From an optimization exercise on the open Yosys and OpenROAD flow, aimed at small area; shortcuts taken in it are not production practice.
No functional check of the RTL was part of any run shown here.
Power and IR drop assume default switching activity.

==> flow/design.v (outline; a module is shown in full before it is edited, if it fits) <==
// module g_inv: 3 lines
// module g_nand2: 3 lines
// module g_nor2: 3 lines
// module g_nand3: 3 lines
// module g_nor3: 3 lines
// module g_nand4: 3 lines
// module g_nor4: 3 lines
// module g_or4: 3 lines
// module g_xor2: 3 lines
// module g_xnor2: 3 lines
// module g_nor2b: 3 lines
// module g_a21oi: 3 lines
// module g_a21boi: 3 lines
// module g_o21ai: 3 lines
// module g_o22ai: 3 lines
// module arbiter256: 2526 lines
module arbiter256 (
	input enable,
	input [255:0] req,
	output [255:0] grant,
	output reg [7:0] select,
	output reg valid,
	input clock,
	input reset
);
  // ...
==> flow/flow/run.sh <==
#!/bin/bash
# The standard layout (standard.sh), with these changes:
#  - after synthesis, every combinational cell is sized down to the
#    smallest cell of its function (flow/downsize.tcl); timing repair
#    sizes up again where needed;
#  - the port buffers are the smallest buffer cell;
#  - repair_design after placement does not use the largest buffers
#    (flow/resize_dont_use.tcl);
#  - clock tree synthesis options from flow/cts_args.txt.
cp standard.sh standard_sh.txt
export POST_SYNTH_TCL="$PWD/flow/downsize.tcl"
export PRE_RESIZE_TCL="$PWD/flow/resize_dont_use.tcl"
export BUFFER_PORTS_ARGS="-buffer_cell sky130_fd_sc_hd__buf_1"
if [[ -f flow/cts_args.txt ]]; then
  export CTS_ARGS="$(cat flow/cts_args.txt)"
fi
bash standard.sh > standard.log 2>&1
==> flow/flow/cts_args.txt <==
-sink_clustering_enable -repair_clock_nets -dont_use_dummy_load -buf_list {sky130_fd_sc_hd__clkbuf_8} -sink_clustering_size 16 -sink_clustering_max_diameter 80
==> flow/flow/downsize.tcl <==
# Size every combinational cell from synthesis down to the smallest cell of
# the same function (timing repair later sizes up where timing needs it).
set n 0
foreach inst [get_cells *] {
  set cell [get_property $inst ref_name]
  if {![regexp {^(sky130_fd_sc_hd__([a-z0-9]+))_([0-9]+)$} $cell -> base fn drive]} { continue }
  if {[regexp {^(df|dl|sdf|edf|sedf|clk|buf|conb|tap|fill|decap|diode)} $fn]} { continue }
  set best $cell
  set best_area [get_property [get_lib_cells $cell] area]
  foreach lc [get_lib_cells ${base}_*] {
    set name [get_property $lc name]
    if {![regexp "^${base}_\[0-9\]+\$" $name]} { continue }
    if {[get_property $lc dont_use]} { continue }
    set a [get_property $lc area]
    if {$a < $best_area - 1e-6} { set best $name; set best_area $a }
  }
  if {$best ne $cell} {
    replace_cell $inst $best
    incr n
  }
}
puts "downsize: replaced $n cells"
==> flow/flow/resize_dont_use.tcl <==
# Keep repair_design to the smaller buffers when it buffers the reset net.
set_dont_use [get_lib_cells {sky130_fd_sc_hd__buf_8 sky130_fd_sc_hd__buf_12 sky130_fd_sc_hd__buf_16}]
==> flow/standard.sh <==
#!/bin/bash
# synth_recipe.tcl (not shown) runs the flow's synth.tcl, then flattens the netlist and writes it again
# the make line also repeats each setting of config.mk as NAME=value (left out here)
make -C /OpenROAD-flow-scripts/flow DESIGN_CONFIG=/design/flow/config.mk WORK_HOME=/design/flow/orfs CLKGATE_MAP_FILE= SYNTH_SCRIPT=/design/flow/synth_recipe.tcl "${@:-finish}"
==> flow/config.mk <==
export PLATFORM = sky130hd
export DESIGN_NAME = arbiter256
export DESIGN_NICKNAME = arbiter256
export VERILOG_FILES = /design/flow/design.v
export SDC_FILE = /design/flow/constraint.sdc
export NUM_CORES = 4
export LEC_CHECK = 0
export CAP_MARGIN = 20
export CORE_MARGIN = 2
export CORE_UTILIZATION = 40
export GPL_TIMING_DRIVEN = 0
export SETUP_SLACK_MARGIN = 0.2
export SLEW_MARGIN = 20
export SYNTH_HIERARCHICAL = 1
==> flow/constraint.sdc <==
create_clock -name core_clock -period 3.5 [get_ports {clock}]
set_input_delay 0.7000 -clock core_clock [delete_from_list [all_inputs] [get_ports {clock}]]
set_output_delay 0.7000 -clock core_clock [all_outputs]
set_load 0.01 [all_outputs]
==> results.tsv, run 1 <==
stage	metric	value	unit
route	via_count	15200	
cts	cts_root_buf	clkbuf_8	
sta	setup_violations	256	
floorplan	n_tap_cell	461	
power	power.internal	5.94	mW
grt	grt_max_degree	33	
cells_and_area	largest_reg_flops	255	
cells_and_area	num-nonclk-buffers	570	
cells_and_area	final_core_util	54.8	%
cells_and_area	clockBufferCount	21	
placed_design	dp_cells	2760	
yosys	syn-mean-instance-area	8.08	um2
cts	post_cts_buffers	35	
cells_and_area	top_area_cell_class	multi-input combinational cells	
setup_path	cp-start-kind	flip-flop	
route	drc	0	
cells_and_area	seq_cell_count	265	
sta	setup_slack	-0.425	ns
route	ant_nets	0	
cts	cts_sinks	265	
route	m1WireLength	23.3	mm
cells_and_area	regMostFlops	q	
power	ir_drop	0.533	mV
run_status	check-failures	negative setup slack	
cells_and_area	most-common-layout-cells	449 x nor2_1, 274 x buf_1, 256 x nor2b_1	
run_status	outcome	finished with violations	
cells_and_area	fin_area	19400	um2
==> run 2, diff against run 1 <==
--- a/flow/design.v
+++ b/flow/design.v
@@ -80,16 +80,19 @@
 assign y = ~(a & b & c & d);
 endmodule
 module g_nor4 (input a, input b, input c, input d, output y);
 assign y = ~(a | b | c | d);
 endmodule
 module g_or4 (input a, input b, input c, input d, output y);
 assign y = a | b | c | d;
 endmodule
+module g_nand3b (input a_n, input b, input c, output y);
+assign y = ~(~a_n & b & c);
+endmodule
 module g_xor2 (input a, input b, output y);
 assign y = a ^ b;
 endmodule
 module g_xnor2 (input a, input b, output y);
 assign y = ~(a ^ b);
 endmodule
 module g_nor2b (input a, input b_n, output y);
 assign y = ~(a | ~b_n);
@@ -967,96 +970,96 @@
 wire pt2;
 wire pt4;
 wire pt6;
 wire x1103_7;
 wire x1104_6;
 wire x1105_5;
 wire x1106_4;
 wire ueqn;
-wire x1108_3;
-wire x1109_2;
-wire x1110_1;
-wire x1111_0;
-wire e16;
-wire x1113_3;
-wire x1114_2;
-wire x1115_1;
-wire x1116_0;
-wire e17;
-wire x1118_3;
-wire x1119_2;
-wire x1120_1;
-wire x1121_0;
-wire e18;
-wire x1123_3;
-wire x1124_2;
-wire x1125_1;
-wire x1126_0;
-wire e19;
-wire x1128_3;
-wire x1129_2;
-wire x1130_1;
-wire x1131_0;
-wire e20;
-wire x1133_3;
-wire x1134_2;
-wire x1135_1;
-wire x1136_0;
-wire e21;
-wire x1138_3;
-wire x1139_2;
-wire x1140_1;
-wire x1141_0;
-wire e22;
-wire x1143_3;
-wire x1144_2;
-wire x1145_1;
-wire x1146_0;
-wire e23;
-wire x1148_3;
-wire x1149_2;
-wire x1150_1;
-wire x1151_0;
-wire e24;
-wire x1153_3;
-wire x1154_2;
-wire x1155_1;
-wire x1156_0;
-wire e25;
-wire x1158_3;
-wire x1159_2;
-wire x1160_1;
-wire x1161_0;
-wire e26;
-wire x1163_3;
-wire x1164_2;
-wire x1165_1;
-wire x1166_0;
-wire e27;
-wire x1168_3;
-wire x1169_2;
-wire x1170_1;
-wire x1171_0;
-wire e28;
-wire x1173_3;
-wire x1174_2;
-wire x1175_1;
-wire x1176_0;
-wire e29;
-wire x1178_3;
-wire x1179_2;
-wire x1180_1;
-wire x1181_0;
-wire e30;
-wire x1183_3;
-wire x1184_2;
-wire x1185_1;
-wire x1186_0;
-wire e31;
+wire y1108_3;
+wire y1109_2;
+wire y1110_1;
+wire y1111_0;
+wire en16;
+wire y1113_3;
+wire y1114_2;
+wire y1115_1;
+wire y1116_0;
+wire en17;
+wire y1118_3;
+wire y1119_2;
+wire y1120_1;
+wire y1121_0;
+wire en18;
+wire y1123_3;
+wire y1124_2;
+wire y1125_1;
+wire y1126_0;
+wire en19;
+wire y1128_3;
+wire y1129_2;
+wire y1130_1;
+wire y1131_0;
+wire en20;
+wire y1133_3;
+wire y1134_2;
+wire y1135_1;
+wire y1136_0;
+wire en21;
+wire y1138_3;
+wire y1139_2;
+wire y1140_1;
+wire y1141_0;
+wire en22;
+wire y1143_3;
+wire y1144_2;
+wire y1145_1;
+wire y1146_0;
+wire en23;
+wire y1148_3;
+wire y1149_2;
+wire y1150_1;
+wire y1151_0;
+wire en24;
+wire y1153_3;
+wire y1154_2;
+wire y1155_1;
+wire y1156_0;
+wire en25;
+wire y1158_3;
+wire y1159_2;
+wire y1160_1;
+wire y1161_0;
+wire en26;
+wire y1163_3;
+wire y1164_2;
+wire y1165_1;
+wire y1166_0;
+wire en27;
+wire y1168_3;
+wire y1169_2;
+wire y1170_1;
+wire y1171_0;
+wire en28;
+wire y1173_3;
+wire y1174_2;
+wire y1175_1;
+wire y1176_0;
+wire en29;
+wire y1178_3;
+wire y1179_2;
+wire y1180_1;
+wire y1181_0;
+wire en30;
+wire y1183_3;
+wire y1184_2;
+wire y1185_1;
+wire y1186_0;
+wire en31;
 wire selc0;
 wire selc1;
 wire selc2;
 wire selc3;
 wire selc4;
 wire selc5;
 wire selc6;
 wire selc7;
@@ -2235,96 +2238,96 @@
 assign d_sel[6] = pt6;
 assign d_sel[7] = q[1];
 g_nand2 u1102 (.a(enable), .b(vt1), .y(d_evn));
 g_xor2 u1103 (.a(q[1]), .b(select[7]), .y(x1103_7));
 g_xnor2 u1104 (.a(m1_0), .b(select[6]), .y(x1104_6));
 g_xor2 u1105 (.a(m1_1), .b(select[5]), .y(x1105_5));
 g_xnor2 u1106 (.a(m1_2), .b(select[4]), .y(x1106_4));
 g_or4 u1107 (.a(x1103_7), .b(x1104_6), .c(x1105_5), .d(x1106_4), .y(ueqn));
-g_xor2 u1108 (.a(q[16]), .b(select[3]), .y(x1108_3));
-g_xnor2 u1109 (.a(m16_0), .b(select[2]), .y(x1109_2));
-g_xor2 u1110 (.a(m16_1), .b(select[1]), .y(x1110_1));
-g_xnor2 u1111 (.a(m16_2), .b(select[0]), .y(x1111_0));
-g_nor4 u1112 (.a(x1108_3), .b(x1109_2), .c(x1110_1), .d(x1111_0), .y(e16));
-g_xor2 u1113 (.a(q[17]), .b(select[3]), .y(x1113_3));
-g_xnor2 u1114 (.a(m17_0), .b(select[2]), .y(x1114_2));
-g_xor2 u1115 (.a(m17_1), .b(select[1]), .y(x1115_1));
-g_xnor2 u1116 (.a(m17_2), .b(select[0]), .y(x1116_0));
-g_nor4 u1117 (.a(x1113_3), .b(x1114_2), .c(x1115_1), .d(x1116_0), .y(e17));
-g_xor2 u1118 (.a(q[18]), .b(select[3]), .y(x1118_3));
-g_xnor2 u1119 (.a(m18_0), .b(select[2]), .y(x1119_2));
-g_xor2 u1120 (.a(m18_1), .b(select[1]), .y(x1120_1));
-g_xnor2 u1121 (.a(m18_2), .b(select[0]), .y(x1121_0));
-g_nor4 u1122 (.a(x1118_3), .b(x1119_2), .c(x1120_1), .d(x1121_0), .y(e18));
-g_xor2 u1123 (.a(q[19]), .b(select[3]), .y(x1123_3));
-g_xnor2 u1124 (.a(m19_0), .b(select[2]), .y(x1124_2));
-g_xor2 u1125 (.a(m19_1), .b(select[1]), .y(x1125_1));
-g_xnor2 u1126 (.a(m19_2), .b(select[0]), .y(x1126_0));
-g_nor4 u1127 (.a(x1123_3), .b(x1124_2), .c(x1125_1), .d(x1126_0), .y(e19));
-g_xor2 u1128 (.a(q[20]), .b(select[3]), .y(x1128_3));
-g_xnor2 u1129 (.a(m20_0), .b(select[2]), .y(x1129_2));
-g_xor2 u1130 (.a(m20_1), .b(select[1]), .y(x1130_1));
-g_xnor2 u1131 (.a(m20_2), .b(select[0]), .y(x1131_0));
-g_nor4 u1132 (.a(x1128_3), .b(x1129_2), .c(x1130_1), .d(x1131_0), .y(e20));
-g_xor2 u1133 (.a(q[21]), .b(select[3]), .y(x1133_3));
-g_xnor2 u1134 (.a(m21_0), .b(select[2]), .y(x1134_2));
-g_xor2 u1135 (.a(m21_1), .b(select[1]), .y(x1135_1));
-g_xnor2 u1136 (.a(m21_2), .b(select[0]), .y(x1136_0));
-g_nor4 u1137 (.a(x1133_3), .b(x1134_2), .c(x1135_1), .d(x1136_0), .y(e21));
-g_xor2 u1138 (.a(q[22]), .b(select[3]), .y(x1138_3));
-g_xnor2 u1139 (.a(m22_0), .b(select[2]), .y(x1139_2));
-g_xor2 u1140 (.a(m22_1), .b(select[1]), .y(x1140_1));
-g_xnor2 u1141 (.a(m22_2), .b(select[0]), .y(x1141_0));
-g_nor4 u1142 (.a(x1138_3), .b(x1139_2), .c(x1140_1), .d(x1141_0), .y(e22));
-g_xor2 u1143 (.a(q[23]), .b(select[3]), .y(x1143_3));
-g_xnor2 u1144 (.a(m23_0), .b(select[2]), .y(x1144_2));
-g_xor2 u1145 (.a(m23_1), .b(select[1]), .y(x1145_1));
-g_xnor2 u1146 (.a(m23_2), .b(select[0]), .y(x1146_0));
-g_nor4 u1147 (.a(x1143_3), .b(x1144_2), .c(x1145_1), .d(x1146_0), .y(e23));
-g_xor2 u1148 (.a(q[24]), .b(select[3]), .y(x1148_3));
-g_xnor2 u1149 (.a(m24_0), .b(select[2]), .y(x1149_2));
-g_xor2 u1150 (.a(m24_1), .b(select[1]), .y(x1150_1));
-g_xnor2 u1151 (.a(m24_2), .b(select[0]), .y(x1151_0));
-g_nor4 u1152 (.a(x1148_3), .b(x1149_2), .c(x1150_1), .d(x1151_0), .y(e24));
-g_xor2 u1153 (.a(q[25]), .b(select[3]), .y(x1153_3));
-g_xnor2 u1154 (.a(m25_0), .b(select[2]), .y(x1154_2));
-g_xor2 u1155 (.a(m25_1), .b(select[1]), .y(x1155_1));
-g_xnor2 u1156 (.a(m25_2), .b(select[0]), .y(x1156_0));
-g_nor4 u1157 (.a(x1153_3), .b(x1154_2), .c(x1155_1), .d(x1156_0), .y(e25));
-g_xor2 u1158 (.a(q[26]), .b(select[3]), .y(x1158_3));
-g_xnor2 u1159 (.a(m26_0), .b(select[2]), .y(x1159_2));
-g_xor2 u1160 (.a(m26_1), .b(select[1]), .y(x1160_1));
-g_xnor2 u1161 (.a(m26_2), .b(select[0]), .y(x1161_0));
-g_nor4 u1162 (.a(x1158_3), .b(x1159_2), .c(x1160_1), .d(x1161_0), .y(e26));
-g_xor2 u1163 (.a(q[27]), .b(select[3]), .y(x1163_3));
-g_xnor2 u1164 (.a(m27_0), .b(select[2]), .y(x1164_2));
-g_xor2 u1165 (.a(m27_1), .b(select[1]), .y(x1165_1));
-g_xnor2 u1166 (.a(m27_2), .b(select[0]), .y(x1166_0));
-g_nor4 u1167 (.a(x1163_3), .b(x1164_2), .c(x1165_1), .d(x1166_0), .y(e27));
-g_xor2 u1168 (.a(q[28]), .b(select[3]), .y(x1168_3));
-g_xnor2 u1169 (.a(m28_0), .b(select[2]), .y(x1169_2));
-g_xor2 u1170 (.a(m28_1), .b(select[1]), .y(x1170_1));
-g_xnor2 u1171 (.a(m28_2), .b(select[0]), .y(x1171_0));
-g_nor4 u1172 (.a(x1168_3), .b(x1169_2), .c(x1170_1), .d(x1171_0), .y(e28));
-g_xor2 u1173 (.a(q[29]), .b(select[3]), .y(x1173_3));
-g_xnor2 u1174 (.a(m29_0), .b(select[2]), .y(x1174_2));
-g_xor2 u1175 (.a(m29_1), .b(select[1]), .y(x1175_1));
-g_xnor2 u1176 (.a(m29_2), .b(select[0]), .y(x1176_0));
-g_nor4 u1177 (.a(x1173_3), .b(x1174_2), .c(x1175_1), .d(x1176_0), .y(e29));
-g_xor2 u1178 (.a(q[30]), .b(select[3]), .y(x1178_3));
-g_xnor2 u1179 (.a(m30_0), .b(select[2]), .y(x1179_2));
-g_xor2 u1180 (.a(m30_1), .b(select[1]), .y(x1180_1));
-g_xnor2 u1181 (.a(m30_2), .b(select[0]), .y(x1181_0));
-g_nor4 u1182 (.a(x1178_3), .b(x1179_2), .c(x1180_1), .d(x1181_0), .y(e30));
-g_xor2 u1183 (.a(q[31]), .b(select[3]), .y(x1183_3));
-g_xnor2 u1184 (.a(m31_0), .b(select[2]), .y(x1184_2));
-g_xor2 u1185 (.a(m31_1), .b(select[1]), .y(x1185_1));
-g_xnor2 u1186 (.a(m31_2), .b(select[0]), .y(x1186_0));
-g_nor4 u1187 (.a(x1183_3), .b(x1184_2), .c(x1185_1), .d(x1186_0), .y(e31));
+g_xnor2 u1108 (.a(q[16]), .b(select[3]), .y(y1108_3));
+g_xor2 u1109 (.a(m16_0), .b(select[2]), .y(y1109_2));
+g_xnor2 u1110 (.a(m16_1), .b(select[1]), .y(y1110_1));
+g_xor2 u1111 (.a(m16_2), .b(select[0]), .y(y1111_0));
+g_nand4 u1112 (.a(y1108_3), .b(y1109_2), .c(y1110_1), .d(y1111_0), .y(en16));
+g_xnor2 u1113 (.a(q[17]), .b(select[3]), .y(y1113_3));
+g_xor2 u1114 (.a(m17_0), .b(select[2]), .y(y1114_2));
+g_xnor2 u1115 (.a(m17_1), .b(select[1]), .y(y1115_1));
+g_xor2 u1116 (.a(m17_2), .b(select[0]), .y(y1116_0));
+g_nand4 u1117 (.a(y1113_3), .b(y1114_2), .c(y1115_1), .d(y1116_0), .y(en17));
+g_xnor2 u1118 (.a(q[18]), .b(select[3]), .y(y1118_3));
+g_xor2 u1119 (.a(m18_0), .b(select[2]), .y(y1119_2));
+g_xnor2 u1120 (.a(m18_1), .b(select[1]), .y(y1120_1));
+g_xor2 u1121 (.a(m18_2), .b(select[0]), .y(y1121_0));
+g_nand4 u1122 (.a(y1118_3), .b(y1119_2), .c(y1120_1), .d(y1121_0), .y(en18));
+g_xnor2 u1123 (.a(q[19]), .b(select[3]), .y(y1123_3));
+g_xor2 u1124 (.a(m19_0), .b(select[2]), .y(y1124_2));
+g_xnor2 u1125 (.a(m19_1), .b(select[1]), .y(y1125_1));
+g_xor2 u1126 (.a(m19_2), .b(select[0]), .y(y1126_0));
+g_nand4 u1127 (.a(y1123_3), .b(y1124_2), .c(y1125_1), .d(y1126_0), .y(en19));
+g_xnor2 u1128 (.a(q[20]), .b(select[3]), .y(y1128_3));
+g_xor2 u1129 (.a(m20_0), .b(select[2]), .y(y1129_2));
+g_xnor2 u1130 (.a(m20_1), .b(select[1]), .y(y1130_1));
+g_xor2 u1131 (.a(m20_2), .b(select[0]), .y(y1131_0));
+g_nand4 u1132 (.a(y1128_3), .b(y1129_2), .c(y1130_1), .d(y1131_0), .y(en20));
+g_xnor2 u1133 (.a(q[21]), .b(select[3]), .y(y1133_3));
+g_xor2 u1134 (.a(m21_0), .b(select[2]), .y(y1134_2));
+g_xnor2 u1135 (.a(m21_1), .b(select[1]), .y(y1135_1));
+g_xor2 u1136 (.a(m21_2), .b(select[0]), .y(y1136_0));
+g_nand4 u1137 (.a(y1133_3), .b(y1134_2), .c(y1135_1), .d(y1136_0), .y(en21));
+g_xnor2 u1138 (.a(q[22]), .b(select[3]), .y(y1138_3));
+g_xor2 u1139 (.a(m22_0), .b(select[2]), .y(y1139_2));
+g_xnor2 u1140 (.a(m22_1), .b(select[1]), .y(y1140_1));
+g_xor2 u1141 (.a(m22_2), .b(select[0]), .y(y1141_0));
+g_nand4 u1142 (.a(y1138_3), .b(y1139_2), .c(y1140_1), .d(y1141_0), .y(en22));
+g_xnor2 u1143 (.a(q[23]), .b(select[3]), .y(y1143_3));
+g_xor2 u1144 (.a(m23_0), .b(select[2]), .y(y1144_2));
+g_xnor2 u1145 (.a(m23_1), .b(select[1]), .y(y1145_1));
+g_xor2 u1146 (.a(m23_2), .b(select[0]), .y(y1146_0));
+g_nand4 u1147 (.a(y1143_3), .b(y1144_2), .c(y1145_1), .d(y1146_0), .y(en23));
+g_xnor2 u1148 (.a(q[24]), .b(select[3]), .y(y1148_3));
+g_xor2 u1149 (.a(m24_0), .b(select[2]), .y(y1149_2));
+g_xnor2 u1150 (.a(m24_1), .b(select[1]), .y(y1150_1));
+g_xor2 u1151 (.a(m24_2), .b(select[0]), .y(y1151_0));
+g_nand4 u1152 (.a(y1148_3), .b(y1149_2), .c(y1150_1), .d(y1151_0), .y(en24));
+g_xnor2 u1153 (.a(q[25]), .b(select[3]), .y(y1153_3));
+g_xor2 u1154 (.a(m25_0), .b(select[2]), .y(y1154_2));
+g_xnor2 u1155 (.a(m25_1), .b(select[1]), .y(y1155_1));
+g_xor2 u1156 (.a(m25_2), .b(select[0]), .y(y1156_0));
+g_nand4 u1157 (.a(y1153_3), .b(y1154_2), .c(y1155_1), .d(y1156_0), .y(en25));
+g_xnor2 u1158 (.a(q[26]), .b(select[3]), .y(y1158_3));
+g_xor2 u1159 (.a(m26_0), .b(select[2]), .y(y1159_2));
+g_xnor2 u1160 (.a(m26_1), .b(select[1]), .y(y1160_1));
+g_xor2 u1161 (.a(m26_2), .b(select[0]), .y(y1161_0));
+g_nand4 u1162 (.a(y1158_3), .b(y1159_2), .c(y1160_1), .d(y1161_0), .y(en26));
+g_xnor2 u1163 (.a(q[27]), .b(select[3]), .y(y1163_3));
+g_xor2 u1164 (.a(m27_0), .b(select[2]), .y(y1164_2));
+g_xnor2 u1165 (.a(m27_1), .b(select[1]), .y(y1165_1));
+g_xor2 u1166 (.a(m27_2), .b(select[0]), .y(y1166_0));
+g_nand4 u1167 (.a(y1163_3), .b(y1164_2), .c(y1165_1), .d(y1166_0), .y(en27));
+g_xnor2 u1168 (.a(q[28]), .b(select[3]), .y(y1168_3));
+g_xor2 u1169 (.a(m28_0), .b(select[2]), .y(y1169_2));
+g_xnor2 u1170 (.a(m28_1), .b(select[1]), .y(y1170_1));
+g_xor2 u1171 (.a(m28_2), .b(select[0]), .y(y1171_0));
+g_nand4 u1172 (.a(y1168_3), .b(y1169_2), .c(y1170_1), .d(y1171_0), .y(en28));
+g_xnor2 u1173 (.a(q[29]), .b(select[3]), .y(y1173_3));
+g_xor2 u1174 (.a(m29_0), .b(select[2]), .y(y1174_2));
+g_xnor2 u1175 (.a(m29_1), .b(select[1]), .y(y1175_1));
+g_xor2 u1176 (.a(m29_2), .b(select[0]), .y(y1176_0));
+g_nand4 u1177 (.a(y1173_3), .b(y1174_2), .c(y1175_1), .d(y1176_0), .y(en29));
+g_xnor2 u1178 (.a(q[30]), .b(select[3]), .y(y1178_3));
+g_xor2 u1179 (.a(m30_0), .b(select[2]), .y(y1179_2));
+g_xnor2 u1180 (.a(m30_1), .b(select[1]), .y(y1180_1));
+g_xor2 u1181 (.a(m30_2), .b(select[0]), .y(y1181_0));
+g_nand4 u1182 (.a(y1178_3), .b(y1179_2), .c(y1180_1), .d(y1181_0), .y(en30));
+g_xnor2 u1183 (.a(q[31]), .b(select[3]), .y(y1183_3));
+g_xor2 u1184 (.a(m31_0), .b(select[2]), .y(y1184_2));
+g_xnor2 u1185 (.a(m31_1), .b(select[1]), .y(y1185_1));
+g_xor2 u1186 (.a(m31_2), .b(select[0]), .y(y1186_0));
+g_nand4 u1187 (.a(y1183_3), .b(y1184_2), .c(y1185_1), .d(y1186_0), .y(en31));
 g_inv u1188 (.a(select[0]), .y(selc0));
 g_inv u1189 (.a(select[1]), .y(selc1));
 g_inv u1190 (.a(select[2]), .y(selc2));
 g_inv u1191 (.a(select[3]), .y(selc3));
 g_inv u1192 (.a(select[4]), .y(selc4));
 g_inv u1193 (.a(select[5]), .y(selc5));
 g_inv u1194 (.a(select[6]), .y(selc6));
 g_inv u1195 (.a(select[7]), .y(selc7));
@@ -2340,47 +2343,47 @@
 g_nor2 u1205 (.a(selc4), .b(select[5]), .y(d2_1));
 g_nor2 u1206 (.a(select[4]), .b(selc5), .y(d2_2));
 g_nor2 u1207 (.a(selc4), .b(selc5), .y(d2_3));
 g_nor4 u1208 (.a(select[6]), .b(select[7]), .c(ev_n_q), .d(ueqn), .y(d3_0));
 g_nor4 u1209 (.a(selc6), .b(select[7]), .c(ev_n_q), .d(ueqn), .y(d3_1));
 g_nor4 u1210 (.a(select[6]), .b(selc7), .c(ev_n_q), .d(ueqn), .y(d3_2));
 g_nor4 u1211 (.a(selc6), .b(selc7), .c(ev_n_q), .d(ueqn), .y(d3_3));
 g_nand2 u1212 (.a(d0_0), .b(d1_0), .y(lb0));
-g_nand3 u1213 (.a(e16), .b(d2_0), .c(d3_0), .y(hb0));
+g_nand3b u1213 (.a_n(en16), .b(d2_0), .c(d3_0), .y(hb0));
 g_nand2 u1214 (.a(d0_1), .b(d1_0), .y(lb1));
-g_nand3 u1215 (.a(e17), .b(d2_1), .c(d3_0), .y(hb1));
+g_nand3b u1215 (.a_n(en17), .b(d2_1), .c(d3_0), .y(hb1));
 g_nand2 u1216 (.a(d0_2), .b(d1_0), .y(lb2));
-g_nand3 u1217 (.a(e18), .b(d2_2), .c(d3_0), .y(hb2));
+g_nand3b u1217 (.a_n(en18), .b(d2_2), .c(d3_0), .y(hb2));
 g_nand2 u1218 (.a(d0_3), .b(d1_0), .y(lb3));
-g_nand3 u1219 (.a(e19), .b(d2_3), .c(d3_0), .y(hb3));
+g_nand3b u1219 (.a_n(en19), .b(d2_3), .c(d3_0), .y(hb3));
 g_nand2 u1220 (.a(d0_0), .b(d1_1), .y(lb4));
-g_nand3 u1221 (.a(e20), .b(d2_0), .c(d3_1), .y(hb4));
+g_nand3b u1221 (.a_n(en20), .b(d2_0), .c(d3_1), .y(hb4));
 g_nand2 u1222 (.a(d0_1), .b(d1_1), .y(lb5));
-g_nand3 u1223 (.a(e21), .b(d2_1), .c(d3_1), .y(hb5));
+g_nand3b u1223 (.a_n(en21), .b(d2_1), .c(d3_1), .y(hb5));
 g_nand2 u1224 (.a(d0_2), .b(d1_1), .y(lb6));
-g_nand3 u1225 (.a(e22), .b(d2_2), .c(d3_1), .y(hb6));
+g_nand3b u1225 (.a_n(en22), .b(d2_2), .c(d3_1), .y(hb6));
 g_nand2 u1226 (.a(d0_3), .b(d1_1), .y(lb7));
-g_nand3 u1227 (.a(e23), .b(d2_3), .c(d3_1), .y(hb7));
+g_nand3b u1227 (.a_n(en23), .b(d2_3), .c(d3_1), .y(hb7));
 g_nand2 u1228 (.a(d0_0), .b(d1_2), .y(lb8));
-g_nand3 u1229 (.a(e24), .b(d2_0), .c(d3_2), .y(hb8));
+g_nand3b u1229 (.a_n(en24), .b(d2_0), .c(d3_2), .y(hb8));
 g_nand2 u1230 (.a(d0_1), .b(d1_2), .y(lb9));
-g_nand3 u1231 (.a(e25), .b(d2_1), .c(d3_2), .y(hb9));
+g_nand3b u1231 (.a_n(en25), .b(d2_1), .c(d3_2), .y(hb9));
 g_nand2 u1232 (.a(d0_2), .b(d1_2), .y(lb10));
-g_nand3 u1233 (.a(e26), .b(d2_2), .c(d3_2), .y(hb10));
+g_nand3b u1233 (.a_n(en26), .b(d2_2), .c(d3_2), .y(hb10));
 g_nand2 u1234 (.a(d0_3), .b(d1_2), .y(lb11));
-g_nand3 u1235 (.a(e27), .b(d2_3), .c(d3_2), .y(hb11));
+g_nand3b u1235 (.a_n(en27), .b(d2_3), .c(d3_2), .y(hb11));
 g_nand2 u1236 (.a(d0_0), .b(d1_3), .y(lb12));
-g_nand3 u1237 (.a(e28), .b(d2_0), .c(d3_3), .y(hb12));
+g_nand3b u1237 (.a_n(en28), .b(d2_0), .c(d3_3), .y(hb12));
 g_nand2 u1238 (.a(d0_1), .b(d1_3), .y(lb13));
-g_nand3 u1239 (.a(e29), .b(d2_1), .c(d3_3), .y(hb13));
+g_nand3b u1239 (.a_n(en29), .b(d2_1), .c(d3_3), .y(hb13));
 g_nand2 u1240 (.a(d0_2), .b(d1_3), .y(lb14));
-g_nand3 u1241 (.a(e30), .b(d2_2), .c(d3_3), .y(hb14));
+g_nand3b u1241 (.a_n(en30), .b(d2_2), .c(d3_3), .y(hb14));
 g_nand2 u1242 (.a(d0_3), .b(d1_3), .y(lb15));
-g_nand3 u1243 (.a(e31), .b(d2_3), .c(d3_3), .y(hb15));
+g_nand3b u1243 (.a_n(en31), .b(d2_3), .c(d3_3), .y(hb15));
 g_nor2 u1244 (.a(hb0), .b(lb0), .y(grant[0]));
 g_nor2 u1245 (.a(hb0), .b(lb1), .y(grant[1]));
 g_nor2 u1246 (.a(hb0), .b(lb2), .y(grant[2]));
 g_nor2 u1247 (.a(hb0), .b(lb3), .y(grant[3]));
 g_nor2 u1248 (.a(hb0), .b(lb4), .y(grant[4]));
 g_nor2 u1249 (.a(hb0), .b(lb5), .y(grant[5]));
 g_nor2 u1250 (.a(hb0), .b(lb6), .y(grant[6]));
 g_nor2 u1251 (.a(hb0), .b(lb7), .y(grant[7]));
==> flow/flow/downsize.tcl (replaced) <==
# Size every combinational cell from synthesis down to the smallest cell of
# the same function; then give the cells that drive many pins a stronger
# drive (the platform keeps later resizing to the same footprint).
proc fn_variants {base} {
  set out {}
  foreach lc [get_lib_cells ${base}_*] {
    set name [get_property $lc name]
    if {![regexp "^${base}_(\[0-9\]+)\$" $name -> dr]} { continue }
    if {[get_property $lc dont_use]} { continue }
    lappend out [list $dr $name [get_property $lc area]]
  }
  return $out
}
set n 0
set m 0
foreach inst [get_cells *] {
  set cell [get_property $inst ref_name]
  if {![regexp {^(sky130_fd_sc_hd__([a-z0-9]+))_([0-9]+)$} $cell -> base fn drive]} { continue }
  if {[regexp {^(df|dl|sdf|edf|sedf|clk|buf|conb|tap|fill|decap|diode)} $fn]} { continue }
  set fanout 0
  foreach pin [get_pins -of_objects $inst -filter "direction == output"] {
    set net [get_nets -of_objects $pin]
    if {$net ne ""} {
      incr fanout [llength [get_pins -of_objects $net -filter "direction == input"]]
    }
  }
  set want 0
  if {$fanout >= 8} { set want 2 }
  set best $cell
  set best_area [get_property [get_lib_cells $cell] area]
  foreach v [fn_variants $base] {
    lassign $v dr name a
    if {$want > 0} {
      if {$dr == $want} { set best $name; set best_area 0 }
    } elseif {$a < $best_area - 1e-6} {
      set best $name; set best_area $a
    }
  }
  if {$best ne $cell} {
    replace_cell $inst $best
    if {$want > 0} { incr m } else { incr n }
  }
}
puts "downsize: sized $n cells down, $m high-fanout cells to drive 2"
==> run 2 against run 1 <==
- still fails the layout checks on negative setup slack
- worst setup slack lost 0.12 ns
- core utilization down 0.94 points
- fmax down 3.0%
- highest routed layer is now met4
- count of clock-buffer cells in the layout unchanged
==> results.tsv, run 2 <==
stage	metric	value	unit	change
floorplan	die_h	194	um	
route	drt_iter0_drc	1130		
run_status	outcome	finished with violations		
cts	cts_tree	yes		
yosys	syn-mean-instance-area	8.15	um2	+0.98%
setup_path	critical_path_peak_fanout	16		
route	via_count	15100		-0.37%
floorplan	core_area	35500	um2	
sta	fmax	0.247	GHz	
cells_and_area	regMostFlops	q		
yosys	syn_nets	2024		
sta	hold_ws	0.220	ns	
cells_and_area	most-common-layout-cells	459 x nor2_1, 295 x buf_1, 256 x nor2b_1		
grt	grt_pass1_wl	83.0	mm	
grt	grt_max_degree	144		+340%
sta	hold_viol_final	0		
cts	cts_max_path_buffers	3		
route	routed_wl	56.3	mm	
floorplan	die_w	194	um	
cells_and_area	final_common_cell	nor2_1		
sta	fin_crit	4.05	ns	
power	ir_drop	0.366	mV	-31%
setup_path	crit_required	2.80	ns	
cts	cts_root_buf	clkbuf_8		
setup_path	arrival	3.35	ns	
grt	antenna_found_initial	1		
sta	clock_skew	0.0615	ns	
route	wire_per_inst	20.0	um	
cells_and_area	n_fill_cell	3391		
floorplan	num_rows	69		
route	vias_per_cell	5.35		
route	drt_pass1_iterations	5		
sta	rsz0062_at_grt	yes		
cells_and_area	reg_top3	q (255), select (8)		
grt	grtUsageTotal	28.5	%	
setup_path	cp-start-kind	flip-flop		
cts	path_clk_slew	0.12	ns	
cts	cts_sinks	265		unchanged
grt	grt_pass1_vias	14800		
cells_and_area	final_nets	2618		
grt	overflow	0		
cells_and_area	drive_gt1_share	19.8	%	
sta	tns	-110.62	ns	
min_path	hold_path.class	in2async		
yosys	netlist_area	14400	um2	
floorplan	start_util	40.6	%	
sta	finalCritPeriodShare	116	%	
sta	setup_slack	-0.545	ns	-0.120 ns
cells_and_area	largest_reg_flops	255		unchanged
placed_design	place_hpwl	38.9	mm	
yosys	syn_inst	1765		
cells_and_area	seqCellArea	6650	um2	
cts	cts_max_level	1		
power	p_leak	8.74	nW	
sta	setup_violations	256		unchanged
cells_and_area	multiInputGateArea	8100	um2	
setup_path	end_kind	output port		
placed_design	numPortBuffers	523		
setup_path	r2r_cells	10		
job	drv_cap	0		
placed_design	dp_slack	-1.46	ns	
route	ant_nets	0		unchanged
cells_and_area	final_core_util	53.9	%	-0.94 points
sta	max_slew_margin	36.0	%	
sta	worst_pin_slew	0.959	ns	
cts	insertion_delay	0.59	ns	
yosys	yosysWarnings	7		
cts	cts_made_buffers	21		
floorplan	num_io_pins	524		
route	drc	0		unchanged
setup_path	critPathKind	reg2out		
floorplan	die-area	37500	um2	
placed_design	gp_congestion	0.845		
cells_and_area	syn_to_final_growth	32.9	%	
run_status	check-failures	negative setup slack		
sta	slew_viol_final	0		
power	power_density	567	nW/um2	
-- run 2: worst max-delay path: stages (launching register included) --
cell and delay, ns:
dfrtp_2 0.45, inv_2 0.09, o22ai_1 0.09, o22ai_2 0.24, o22ai_2 0.14, xnor2_1 0.15
or4_4 0.52, nor4_4 0.26, buf_12 0.18, nand3b_4 0.26, nor2_1 0.21, buf_1 0.19
-- run 2: area by class of cell --
cell class                      count  area share, %
Tap cell                          461           3.02
Multi-Input combinational cell   1369           42.4
Sequential cell                   265           34.8
Antenna cell                        2         0.0262
Timing Repair Buffer              562           15.5
Inverter                          140           2.85
Clock buffer                       21           1.51
-- run 2: worst paths after layout --
check                       start  endpoint  slack [ns]
max reg2reg                q[133]    ev_n_q        1.46
max                          q[7]  grant[1]       -0.55
max in group asynchronous   reset     q[28]        1.91
min reg2reg                q[193]    q[193]        0.54
min                         reset    q[156]        0.22
min in group core_clock    enable    ev_n_q        0.24
-- run 2: stage by stage --
step / cells / power (mW) / instance area [um2]
6_report: 2820 / 10.8 / 19100
3_3_place_gp: 2749 / 8.22 / 16900
2_1_floorplan: 1765 / 6.98 / 14400
4_1_cts: 2810 / 10.7 / 18400
3_5_place_dp: 2750 / 8.40 / 17000
5_1_grt: 2819 / 11.5 / 19100
-- run 2: repair_timing --
action / 4_1_cts / 5_1_grt
gates resized for setup: 283 / 212
cloned: 9 / 3
setup endpoints to repair: 256 / 256
hold buffers: 0 / 0
pin swaps: 123 / 82
setup buffers: 30 / 2
-- run 2: metal layers --
layer  vias to the layer above  global-route usage, %  share of wire (%)
li1                       7150                      -                  -
met1                      7122                   35.9                 40
met2                       681                   45.9                 46
met3                       148                   8.30                9.9
met4                         0                   11.6                3.8
met5                         -                  0.894                  0
-- run 2: power by group --
part | switching [mW] | leakage, nW | total (mW) | internal (mW)
Combinational | 2.94 | 5.37 | 4.82 | 1.88
Sequential | 0.901 | 3.22 | 4.45 | 3.55
Clock | 1.04 | 0.151 | 1.58 | 0.540
Total | 4.87 | 8.74 | 10.8 | 5.97

==> static timing again, ports no longer ideal <==
The flow's constraints put no driver on any port. The routed layouts listed below were extracted and timed again, unchanged, in two steps.
Step 1 sets driving cells, clkbuf_16 on the clock port and buf_2 on the other inputs (assumed; they add their load-dependent delay and slew).
Step 2 also shifts input and output timing later by t, the mid clock arrival at the registers, as if the neighbouring blocks saw the same clock.
Three values: ideal, step 1, step 2; two values: the first two.
run | t, ns | slack for setup (ns) | worst setup path after step 2
run 1 | 0.600 | -0.425 / -0.475 / 0.125 | register to output
run 2 | 0.607 | -0.545 / -0.595 / 0.012 | register to output
